Context: an optimization exercise on an open-source flow, tuned for small area, a short achievable clock period and few clock cycles. The choices shown serve that exercise and are no tape-out recipe. Function was checked by simulation only, so behaviour that the tests miss may differ from the original. Power and IR drop assume default switching activity.

// supermips_core
module supermips_core (
  input         clock,
  input         reset_n,
  output [31:0] icache_addr,
  output        icache_rd,
  input  [31:0] icache_data,
  input         icache_waitrequest,
  output [31:0] dcache_addr,
  output        dcache_rd,
  output        dcache_wr,
  output [31:0] dcache_wr_data,
  output [ 3:0] dcache_wr_be,
  input  [31:0] dcache_data,
  input         dcache_waitrequest
);
Size: roughly 1400 flip-flops, about 170 I/O pins, about 90000 µm² of cells after synthesis.
Settings: LEC_CHECK=0, CAP_MARGIN=30, CORE_MARGIN=2, CORE_UTILIZATION=50, CTS_CLUSTER_DIAMETER=80, CTS_CLUSTER_SIZE=30, SLEW_MARGIN=30; clock period 150.0 ns.
standard.sh (not shown) runs the stock make flow with config.mk's settings and CLKGATE_MAP_FILE= SYNTH_SCRIPT=/design/flow/synth_recipe.tcl, a recipe that flattens the netlist after the stock synthesis.
==> flow/flow/run.sh <==
#!/bin/bash
# Layout flow: the standard layout, except that
#  - synthesis maps the logic with a lighter ABC script (one delay-oriented
#    mapping pass with area recovery, no repeated delay-oriented
#    restructuring); everything else, registers included, is as the standard
#    synthesis;
#  - the port buffers are buf_4 cells.
# Each tool's output goes to a log file of its own in the work folder.
set -euo pipefail
W=$(pwd)
F=$W/flow

{
  echo "proc abc {args} {"
  echo "  set i [lsearch -exact \$args -script]"
  echo "  if {\$i >= 0} { lset args [expr {\$i + 1}] $F/abc_map.script }"
  echo "  yosys abc {*}\$args"
  echo "}"
  cat "$W/synth_recipe.tcl"
} > "$W/synth_map.tcl"
sed "s#SYNTH_SCRIPT=[^ ]*#SYNTH_SCRIPT=$W/synth_map.tcl#" "$W/standard.sh" > "$W/synth_map.sh"

export BUFFER_PORTS_ARGS="-buffer_cell sky130_fd_sc_hd__buf_4"

bash "$W/synth_map.sh" synth > "$W/synth.log" 2>&1
bash "$W/standard.sh" > "$W/layout.log" 2>&1
==> flow/flow/abc_map.script <==
&get -n
&st
&dch
&nf
&put
buffer -c
topo
stime -c
dnsize -c
Testbench counts at the start, summed over its fixed seeds: cycles 58,226.
Edit:
--- a/flow/flow/run.sh
+++ b/flow/flow/run.sh
@@ -6,3 +6,5 @@
 #    synthesis;
-#  - the port buffers are buf_4 cells.
+#  - the port buffers are buf_4 cells;
+#  - after global routing, gates on the half of the paths with the most
+#    slack are downsized (ORFS's power recovery), which saves area.
 # Each tool's output goes to a log file of its own in the work folder.
@@ -23,2 +25,4 @@
 export BUFFER_PORTS_ARGS="-buffer_cell sky130_fd_sc_hd__buf_4"
+# after global routing, downsize gates on the paths with the most slack
+export RECOVER_POWER=50
 
Result: The changed run completed and failed the layout checks on capacitance limit, slew limit; core utilization shrinks by 0.21 points; power barely changes; design area went down by 0.37%.
Edit:
--- a/flow/flow/run.sh
+++ b/flow/flow/run.sh
@@ -6,5 +6,3 @@
 #    synthesis;
-#  - the port buffers are buf_4 cells;
-#  - after global routing, gates on the half of the paths with the most
-#    slack are downsized (ORFS's power recovery), which saves area.
+#  - the port buffers are buf_4 cells.
 # Each tool's output goes to a log file of its own in the work folder.
@@ -25,4 +23,2 @@
 export BUFFER_PORTS_ARGS="-buffer_cell sky130_fd_sc_hd__buf_4"
-# after global routing, downsize gates on the paths with the most slack
-export RECOVER_POWER=50
 
Settings changed: CORE_UTILIZATION 50 to 60.
What happened: The new run finished clean; die area decreases by 17%; utilization increases by 11 points; wire length decreases by 3.8%; clock power decreases by 17%; non-clock buffer count increases by 10; first-iteration DRC count increases by 20%; cell count decreases by 4.1%.
Edit:
Settings changed: CORE_UTILIZATION 60 to 55, PLACE_DENSITY from default to 0.7.
Result:
- worst setup slack gains 0.0050 ns
- total power went up by 3.0%
- design area came out higher by about 0.6%
- die area grows by 9.0%
- clock-buffer cell count rose by 15
- final cell count rises by about 2.2%
- worst hold slack is better by 0.0079 ns
- register-to-register slack loses 0.60 ns


Another version of the RTL of supermips_core (not shown whole).
For scale: roughly 9100 cells after synthesis, about 1400 flip-flops, ~91000 sq um of cells after synthesis.
Settings: LEC_CHECK=0, CAP_MARGIN=30, CORE_MARGIN=2, CORE_UTILIZATION=45, CTS_CLUSTER_DIAMETER=60, CTS_CLUSTER_SIZE=25, SLEW_MARGIN=30; clock period 150.0 ns.
==> flow/flow/run.sh <==
#!/bin/bash
# Layout flow: the standard layout, except that
#  - synthesis maps the logic with a lighter ABC script (one delay-oriented
#    mapping pass with area recovery, no repeated delay-oriented
#    restructuring); everything else, registers included, is as the standard
#    synthesis;
#  - the port buffers are buf_4 cells.
# Each tool's output goes to a log file of its own in the work folder.
set -euo pipefail
W=$(pwd)
F=$W/flow

{
  echo "proc abc {args} {"
  echo "  set i [lsearch -exact \$args -script]"
  echo "  if {\$i >= 0} { lset args [expr {\$i + 1}] $F/abc_map.script }"
  echo "  yosys abc {*}\$args"
  echo "}"
  cat "$W/synth_recipe.tcl"
} > "$W/synth_map.tcl"
sed "s#SYNTH_SCRIPT=[^ ]*#SYNTH_SCRIPT=$W/synth_map.tcl#" "$W/standard.sh" > "$W/synth_map.sh"

export BUFFER_PORTS_ARGS="-buffer_cell sky130_fd_sc_hd__buf_4"

bash "$W/synth_map.sh" synth > "$W/synth.log" 2>&1
bash "$W/standard.sh" > "$W/layout.log" 2>&1
Scripts as last shown in full above: flow/flow/abc_map.script
Testbench counts at the start, summed over its fixed seeds: cycles 58,226.
Rerun with:
- CORE_UTILIZATION: 45 -> 50
- GPL_TIMING_DRIVEN: default -> 0
Flip-flop and latch count stays the same.
Via count grows by 9.5%.
Area after synthesis is unchanged.
Global-route usage climbs by 11 points.


## run E
RTL: one of the versions met above, not the one the previous note started from.
For scale: ~8800 cells after synthesis, about 1400 flip-flops.
==> flow/config.mk <==
export PLATFORM = sky130hd
export DESIGN_NAME = supermips_core
export DESIGN_NICKNAME = supermips_core
export VERILOG_FILES = /design/flow/design.v
export SDC_FILE = /design/flow/constraint.sdc
export NUM_CORES = 8
export LEC_CHECK = 0
export CAP_MARGIN = 30
export CORE_MARGIN = 2
export CORE_UTILIZATION = 55
export CTS_CLUSTER_DIAMETER = 80
export CTS_CLUSTER_SIZE = 30
export SLEW_MARGIN = 30
==> flow/constraint.sdc <==
create_clock -name core_clock -period 150.0 [get_ports {clock}]
set_input_delay 30.0000 -clock core_clock [delete_from_list [all_inputs] [get_ports {clock}]]
set_output_delay 30.0000 -clock core_clock [all_outputs]
set_load 0.01 [all_outputs]
Scripts as last shown in full above: flow/flow/run.sh, flow/flow/abc_map.script
Both conditions hold for run E: the flow ran to the end and the final layout passed the timing, design-rule and antenna checks.
Testbench counts of run E, summed over its fixed seeds: cycles 58,226.
The inputs of run A differ from those of run E as listed below.
# run E
export LEC_CHECK = 0
export CAP_MARGIN = 30
export CORE_MARGIN = 2
export CORE_UTILIZATION = 55
export CTS_CLUSTER_DIAMETER = 80
export CTS_CLUSTER_SIZE = 30
export SLEW_MARGIN = 30
create_clock -name core_clock -period 150.0 [get_ports {clock}]
# run A
export LEC_CHECK = 0
export CAP_MARGIN = 30
export CORE_MARGIN = 2
export CORE_UTILIZATION = 50
export CTS_CLUSTER_DIAMETER = 60
export CTS_CLUSTER_SIZE = 25
export SLEW_MARGIN = 30
create_clock -name core_clock -period 150.0 [get_ports {clock}]
### Flow results
Sequential group share of total power delta for run A relative to run E: 1.8 points lower
Cmp run E and run A / worst setup margin / higher: run E
Run A vs run E, capturing instance or port of the critical path: dcache_addr[29] vs dcache_addr[10]
Clock buffer count in the final layout in run A is about 43% above run E.
Summary: with run E as the reference, chip width in run A moved up by a few percent.
In summary, run A completed successfully, with a layout that passed the timing, design-rule and antenna checks.
Length in cells of the worst reg-to-reg path: run A vs run E down 5

static timing again, ports no longer ideal:
The flow's constraints put no driver on any port. The routed layouts listed below were extracted and timed again, unchanged, in two steps. Step 1 assumes that a clkbuf_16 drives the clock port and a buf_2 every other input. Step 2 times the ports against the registers' clock, not the clock port: input delays grow and output delays shrink by t, the midpoint of the rising clock arrivals with the driver on. Three values: ideal ports, drivers, drivers and shift; two values: the first two.
| run | shift t [ns] | setup slack, ns | worst setup path at the end | latest minus earliest clock arrival (ns) | worst register clock-pin slew, ns |
|---|---|---|---|---|---|
| the first run of note 1 | 0.899 | 118.164 / 118.074 / 118.005 | input to register | 0.067 / 0.067 | 0.11 / 0.11 |
| the second run of note 1 | 0.899 | 118.204 / 118.113 / 117.965 | input to register | 0.070 / 0.070 | 0.12 / 0.12 |
| the third run of note 1 | 0.852 | 118.210 / 118.119 / 117.687 | input to register | 0.060 / 0.060 | 0.12 / 0.12 |
| the fourth run of note 1 | 0.879 | 118.215 / 118.111 / 117.830 | input to register | 0.079 / 0.079 | 0.12 / 0.12 |
| the first run of note 2 | 0.925 | 118.253 / 118.165 / 117.695 | input to register | 0.131 / 0.131 | 0.10 / 0.10 |
| the second run of note 2 | 0.941 | 115.063 / 115.063 / 115.063 | register to register | 0.110 / 0.110 | 0.10 / 0.10 |
| run E | 0.854 | 118.187 / 118.098 / 117.631 | input to register | 0.084 / 0.084 | 0.12 / 0.12 |
| run A | 0.914 | 118.095 / 118.007 / 117.939 | input to register | 0.132 / 0.132 | 0.10 / 0.10 |
For the first run of note 2, which loses most, drivers alone change the setup slack by -0.088 ns; drivers and shift together by -0.558 ns.
